What follows belongs to an exercise in optimizing a design on an open flow for small area, a short achievable clock period and few clock cycles per item; a production flow would make more cautious choices. Power is estimated from default activity; no workload was simulated.

==> flow/design.v <==
module fpadd (
    clk, reset, start,
    a, b,
    sum,
    done,
    nan
);
    input clk, reset, start;
    input [31:0] a, b;
    output [31:0] sum;
    output done;
    output nan;
    wire        sa = a[31], sb = b[31];
    wire [7:0]  ea = a[30:23], eb = b[30:23];
    wire [22:0] fa = a[22:0], fb = b[22:0];
    wire fa_z = (fa == 23'd0);
    wire fb_z = (fb == 23'd0);
    wire ea_0 = (ea == 8'd0), eb_0 = (eb == 8'd0);
    wire ea_1 = (ea == 8'hff), eb_1 = (eb == 8'hff);
    wire za = ea_0 & fa_z, zb = eb_0 & fb_z;    
    wire ia = ea_1 & fa_z, ib = eb_1 & fb_z;    
    wire na = ea_1 & ~fa_z, nb = eb_1 & ~fb_z;  
    wire is_nan = na | nb;
    wire special = za | zb | ia | ib;
    wire pick_b = za | (~zb & ~ia);
    wire [7:0] ep = ea ^ ~eb;
    wire [7:0] eg = ea & ~eb;
    wire e1_g = eg[1] | (ep[1] & eg[0]);
    wire e1_p = ep[1] & ep[0];
    wire e2_g = eg[3] | (ep[3] & eg[2]);
    wire e2_p = ep[3] & ep[2];
    wire e3_g = eg[5] | (ep[5] & eg[4]);
    wire e3_p = ep[5] & ep[4];
    wire e4_g = eg[7] | (ep[7] & eg[6]);
    wire e4_p = ep[7] & ep[6];
    wire e5_g = eg[2] | (ep[2] & e1_g);
    wire e5_p = ep[2] & e1_p;
    wire e6_g = e2_g | (e2_p & e1_g);
    wire e6_p = e2_p & e1_p;
    wire e7_g = eg[6] | (ep[6] & e3_g);
    wire e7_p = ep[6] & e3_p;
    wire e8_g = e4_g | (e4_p & e3_g);
    wire e8_p = e4_p & e3_p;
    wire e9_g = eg[4] | (ep[4] & e6_g);
    wire e9_p = ep[4] & e6_p;
    wire e10_g = e3_g | (e3_p & e6_g);
    wire e10_p = e3_p & e6_p;
    wire e11_g = e7_g | (e7_p & e6_g);
    wire e11_p = e7_p & e6_p;
    wire e12_g = e8_g | (e8_p & e6_g);
    wire e12_p = e8_p & e6_p;
    wire       ec = e12_g;
    wire       e_lt = ~ec;
    wire       e_eq = e12_p;
    wire [7:0] ecc = {e11_g | (e11_p & ec), e10_g | (e10_p & ec), e9_g | (e9_p & ec), e6_g | (e6_p & ec), e5_g | (e5_p & ec), e1_g | (e1_p & ec), eg[0] | (ep[0] & ec), ec};
    wire [7:0] d = ep ^ ecc ^ {8{e_lt}};
    wire        swap = special ? pick_b : e_lt;
    wire [23:0] mx = swap ? {1'b1, fb} : {1'b1, fa};
    wire [23:0] my = swap ? {1'b1, fa} : {1'b1, fb};
    wire [7:0]  ex = swap ? eb : ea;
    wire        sub = (sa ^ sb) & ~special;
    wire        sx0 = swap ? sb : sa;
    wire kill = special | (d[7:5] != 3'd0);
    wire [23:0] ys = kill ? 24'd0 : (my >> d[4:0]);
    wire        neg = sub & e_eq & (fb < fa);
    wire        sx = sx0 ^ neg;
    wire        cpl = sub & ~neg;
    wire [23:0] xi = mx ^ {24{sub}};
    wire [23:0] p = xi ^ ys;
    wire [23:0] g = xi & ys;
    wire [23:0] pn = p ^ {24{cpl}};
    wire pg13_g = g[0] | (p[0] & neg);
    wire pg14_g = g[2] | (p[2] & g[1]);
    wire pg14_p = p[2] & p[1];
    wire pg15_g = g[4] | (p[4] & g[3]);
    wire pg15_p = p[4] & p[3];
    wire pg16_g = g[6] | (p[6] & g[5]);
    wire pg16_p = p[6] & p[5];
    wire pg17_g = g[8] | (p[8] & g[7]);
    wire pg17_p = p[8] & p[7];
    wire pg18_g = g[10] | (p[10] & g[9]);
    wire pg18_p = p[10] & p[9];
    wire pg19_g = g[12] | (p[12] & g[11]);
    wire pg19_p = p[12] & p[11];
    wire pg20_g = g[14] | (p[14] & g[13]);
    wire pg20_p = p[14] & p[13];
    wire pg21_g = g[16] | (p[16] & g[15]);
    wire pg21_p = p[16] & p[15];
    wire pg22_g = g[18] | (p[18] & g[17]);
    wire pg22_p = p[18] & p[17];
    wire pg23_g = g[20] | (p[20] & g[19]);
    wire pg23_p = p[20] & p[19];
    wire pg24_g = g[22] | (p[22] & g[21]);
    wire pg24_p = p[22] & p[21];
    wire pg25_g = g[1] | (p[1] & pg13_g);
    wire pg26_g = pg14_g | (pg14_p & pg13_g);
    wire pg27_g = g[5] | (p[5] & pg15_g);
    wire pg27_p = p[5] & pg15_p;
    wire pg28_g = pg16_g | (pg16_p & pg15_g);
    wire pg28_p = pg16_p & pg15_p;
    wire pg29_g = g[9] | (p[9] & pg17_g);
    wire pg29_p = p[9] & pg17_p;
    wire pg30_g = pg18_g | (pg18_p & pg17_g);
    wire pg30_p = pg18_p & pg17_p;
    wire pg31_g = g[13] | (p[13] & pg19_g);
    wire pg31_p = p[13] & pg19_p;
    wire pg32_g = pg20_g | (pg20_p & pg19_g);
    wire pg32_p = pg20_p & pg19_p;
    wire pg33_g = g[17] | (p[17] & pg21_g);
    wire pg33_p = p[17] & pg21_p;
    wire pg34_g = pg22_g | (pg22_p & pg21_g);
    wire pg34_p = pg22_p & pg21_p;
    wire pg35_g = g[21] | (p[21] & pg23_g);
    wire pg35_p = p[21] & pg23_p;
    wire pg36_g = pg24_g | (pg24_p & pg23_g);
    wire pg36_p = pg24_p & pg23_p;
    wire pg37_g = g[3] | (p[3] & pg26_g);
    wire pg38_g = pg15_g | (pg15_p & pg26_g);
    wire pg39_g = pg27_g | (pg27_p & pg26_g);
    wire pg40_g = pg28_g | (pg28_p & pg26_g);
    wire pg41_g = g[11] | (p[11] & pg30_g);
    wire pg41_p = p[11] & pg30_p;
    wire pg42_g = pg19_g | (pg19_p & pg30_g);
    wire pg42_p = pg19_p & pg30_p;
    wire pg43_g = pg31_g | (pg31_p & pg30_g);
    wire pg43_p = pg31_p & pg30_p;
    wire pg44_g = pg32_g | (pg32_p & pg30_g);
    wire pg44_p = pg32_p & pg30_p;
    wire pg45_g = g[19] | (p[19] & pg34_g);
    wire pg45_p = p[19] & pg34_p;
    wire pg46_g = pg23_g | (pg23_p & pg34_g);
    wire pg46_p = pg23_p & pg34_p;
    wire pg47_g = pg35_g | (pg35_p & pg34_g);
    wire pg47_p = pg35_p & pg34_p;
    wire pg48_g = pg36_g | (pg36_p & pg34_g);
    wire pg48_p = pg36_p & pg34_p;
    wire pg49_g = g[7] | (p[7] & pg40_g);
    wire pg50_g = pg17_g | (pg17_p & pg40_g);
    wire pg51_g = pg29_g | (pg29_p & pg40_g);
    wire pg52_g = pg30_g | (pg30_p & pg40_g);
    wire pg53_g = pg41_g | (pg41_p & pg40_g);
    wire pg54_g = pg42_g | (pg42_p & pg40_g);
    wire pg55_g = pg43_g | (pg43_p & pg40_g);
    wire pg56_g = pg44_g | (pg44_p & pg40_g);
    wire pg57_g = g[23] | (p[23] & pg48_g);
    wire pg57_p = p[23] & pg48_p;
    wire pg58_g = g[15] | (p[15] & pg56_g);
    wire pg59_g = pg21_g | (pg21_p & pg56_g);
    wire pg60_g = pg33_g | (pg33_p & pg56_g);
    wire pg61_g = pg34_g | (pg34_p & pg56_g);
    wire pg62_g = pg45_g | (pg45_p & pg56_g);
    wire pg63_g = pg46_g | (pg46_p & pg56_g);
    wire pg64_g = pg47_g | (pg47_p & pg56_g);
    wire pg65_g = pg48_g | (pg48_p & pg56_g);
    wire pg66_g = pg57_g | (pg57_p & pg56_g);
    wire [24:0] c = {pg66_g, pg65_g, pg64_g, pg63_g, pg62_g, pg61_g, pg60_g, pg59_g, pg58_g, pg56_g, pg55_g, pg54_g, pg53_g, pg52_g, pg51_g, pg50_g, pg49_g, pg40_g, pg39_g, pg38_g, pg37_g, pg26_g, pg25_g, pg13_g, neg};
    wire [24:0] r = {c[24] & ~sub, pn ^ c[23:0]};
    reg [24:0] r_q;
    reg [7:0]  e_q;      
    reg        s_q;
    reg        nan_q;
    reg        done_q;
    always @(posedge clk) begin
        if (start) begin
            r_q   <= r;
            e_q   <= ex + 8'd1;
            s_q   <= sx;
            nan_q <= is_nan;
        end
        if (reset)
            done_q <= 1'b0;
        else if (start)
            done_q <= 1'b1;
    end
    wire [24:0] m = r_q;
    wire        s_o = s_q;
    wire        k4 = (m[24:9] == 16'd0) | nan_q;
    wire [24:0] n4 = k4 ? {m[8:0], 16'd0} : m;
    wire        k3 = (n4[24:17] == 8'd0) | nan_q;
    wire [24:0] n3 = k3 ? {n4[16:0], 8'd0} : n4;
    wire        k2 = (n3[24:21] == 4'd0);
    wire [24:0] n2 = k2 ? {n3[20:0], 4'd0} : n3;
    wire        k1 = (n2[24:23] == 2'd0);
    wire [24:0] n1 = k1 ? {n2[22:0], 2'd0} : n2;
    wire        k0 = ~n1[24];
    wire [24:0] rn = k0 ? {n1[23:0], 1'b0} : n1;
    wire        zero = ~rn[24] | nan_q;
    wire [7:0]  en = e_q - {3'd0, k4, k3, k2, k1, k0};
    assign sum  = {{9{~zero}} & {s_o, en}, rn[23:1]};
    assign nan  = nan_q;
    assign done = done_q;
endmodule
export LEC_CHECK = 0
export ABC_AREA = 1
export CAP_MARGIN = 20
export CORE_MARGIN = 2
export CORE_UTILIZATION = 65
export CTS_BUF_LIST = sky130_fd_sc_hd__clkbuf_4 sky130_fd_sc_hd__clkbuf_8
export SETUP_SLACK_MARGIN = 5
export SLEW_MARGIN = 20
create_clock -name core_clock -period 13.0 [get_ports {clk}]
standard.sh (not shown) runs the stock make flow with config.mk's settings and CLKGATE_MAP_FILE= SYNTH_SCRIPT=/design/flow/synth_recipe.tcl, a recipe that flattens the netlist after the stock synthesis.
==> flow/flow/run.sh <==
#!/bin/bash
# The standard layout (the standard.sh, unchanged synthesis), with
# sky130_fd_sc_hd__buf_1 port buffers; timing repair aims at a setup margin of
# 6.5 ns up to clock tree synthesis and 5 ns after global routing.
# Each make run's full output goes to its own log in the work folder.
set -euo pipefail
PB='BUFFER_PORTS_ARGS=-buffer_cell sky130_fd_sc_hd__buf_1'
bash standard.sh "$PB" SETUP_SLACK_MARGIN=6.5  cts > flow_to_cts.log 2>&1
bash standard.sh "$PB" SETUP_SLACK_MARGIN=5  finish > flow_finish.log 2>&1
Rerun with:
--- a/flow/design.v
+++ b/flow/design.v
@@ -174,18 +174,17 @@
     end
     wire [24:0] m = r_q;
     wire        s_o = s_q;
-    wire        k4 = (m[24:9] == 16'd0) | nan_q;
-    wire [24:0] n4 = k4 ? {m[8:0], 16'd0} : m;
-    wire        k3 = (n4[24:17] == 8'd0) | nan_q;
-    wire [24:0] n3 = k3 ? {n4[16:0], 8'd0} : n4;
-    wire        k2 = (n3[24:21] == 4'd0);
-    wire [24:0] n2 = k2 ? {n3[20:0], 4'd0} : n3;
-    wire        k1 = (n2[24:23] == 2'd0);
-    wire [24:0] n1 = k1 ? {n2[22:0], 2'd0} : n2;
-    wire        k0 = ~n1[24];
-    wire [24:0] rn = k0 ? {n1[23:0], 1'b0} : n1;
-    wire        zero = ~rn[24] | nan_q;
-    wire [7:0]  en = e_q - {3'd0, k4, k3, k2, k1, k0};
+    reg [4:0] lz;
+    integer i;
+    always @(*) begin
+        lz = 5'd25;
+        for (i = 0; i < 25; i = i + 1)
+            if (m[i]) lz = 5'd24 - i;
+    end
+    wire [4:0]  k = nan_q ? 5'd24 : lz;
+    wire [24:0] rn = m << k;
+    wire        zero = (m == 25'd0) | nan_q;
+    wire [7:0]  en = e_q - {3'd0, k};
     assign sum  = {{9{~zero}} & {s_o, en}, rn[23:1]};
     assign nan  = nan_q;
     assign done = done_q;
=> Power is about the same. Setup slack got worse by 250 ps. Flip-flop and latch count stays the same. Non-clock buffer count climbs by 17. Sequential share of layout area is about the same. Routed wire length drops slightly. Count of clock-buffer cells in the layout climbs by 2. Fmax drops by a few percent. Combinational power stays flat. Design area climbs slightly. Cell count drops by a few percent. Hold slack is about the same.
No run of this note included a check of the RTL's function; only the layout flow was run.

separate check: timing with driven ports:
The flow's constraints put no driver on any port. The routed layouts listed below were extracted and timed again, unchanged, in two steps.
Step 1, drivers: a clkbuf_16 drives clk and a buf_2 each remaining input, both assumed.
Step 2, shift: input delay + t, output delay - t, t = (earliest + latest rising clock arrival at the registers) / 2. This alone moves slack from input paths to output paths.
Slacks: ideal ports / drivers / drivers and shift; pairs: ideal ports / drivers.
run	shift t [ns]	setup WS [ns]	hold slack, ns	pins driven straight from the clock port
the first run	0.330	6.186 / 6.192 / 5.862	0.493 / 0.493 / 0.493	1
the second run	0.328	5.938 / 5.954 / 5.626	0.493 / 0.493 / 0.493	1
After both steps every run listed still meets setup and hold. The setup slack of the first run, which loses most, moves by +0.006 ns with the drivers and by -0.324 ns with both steps.
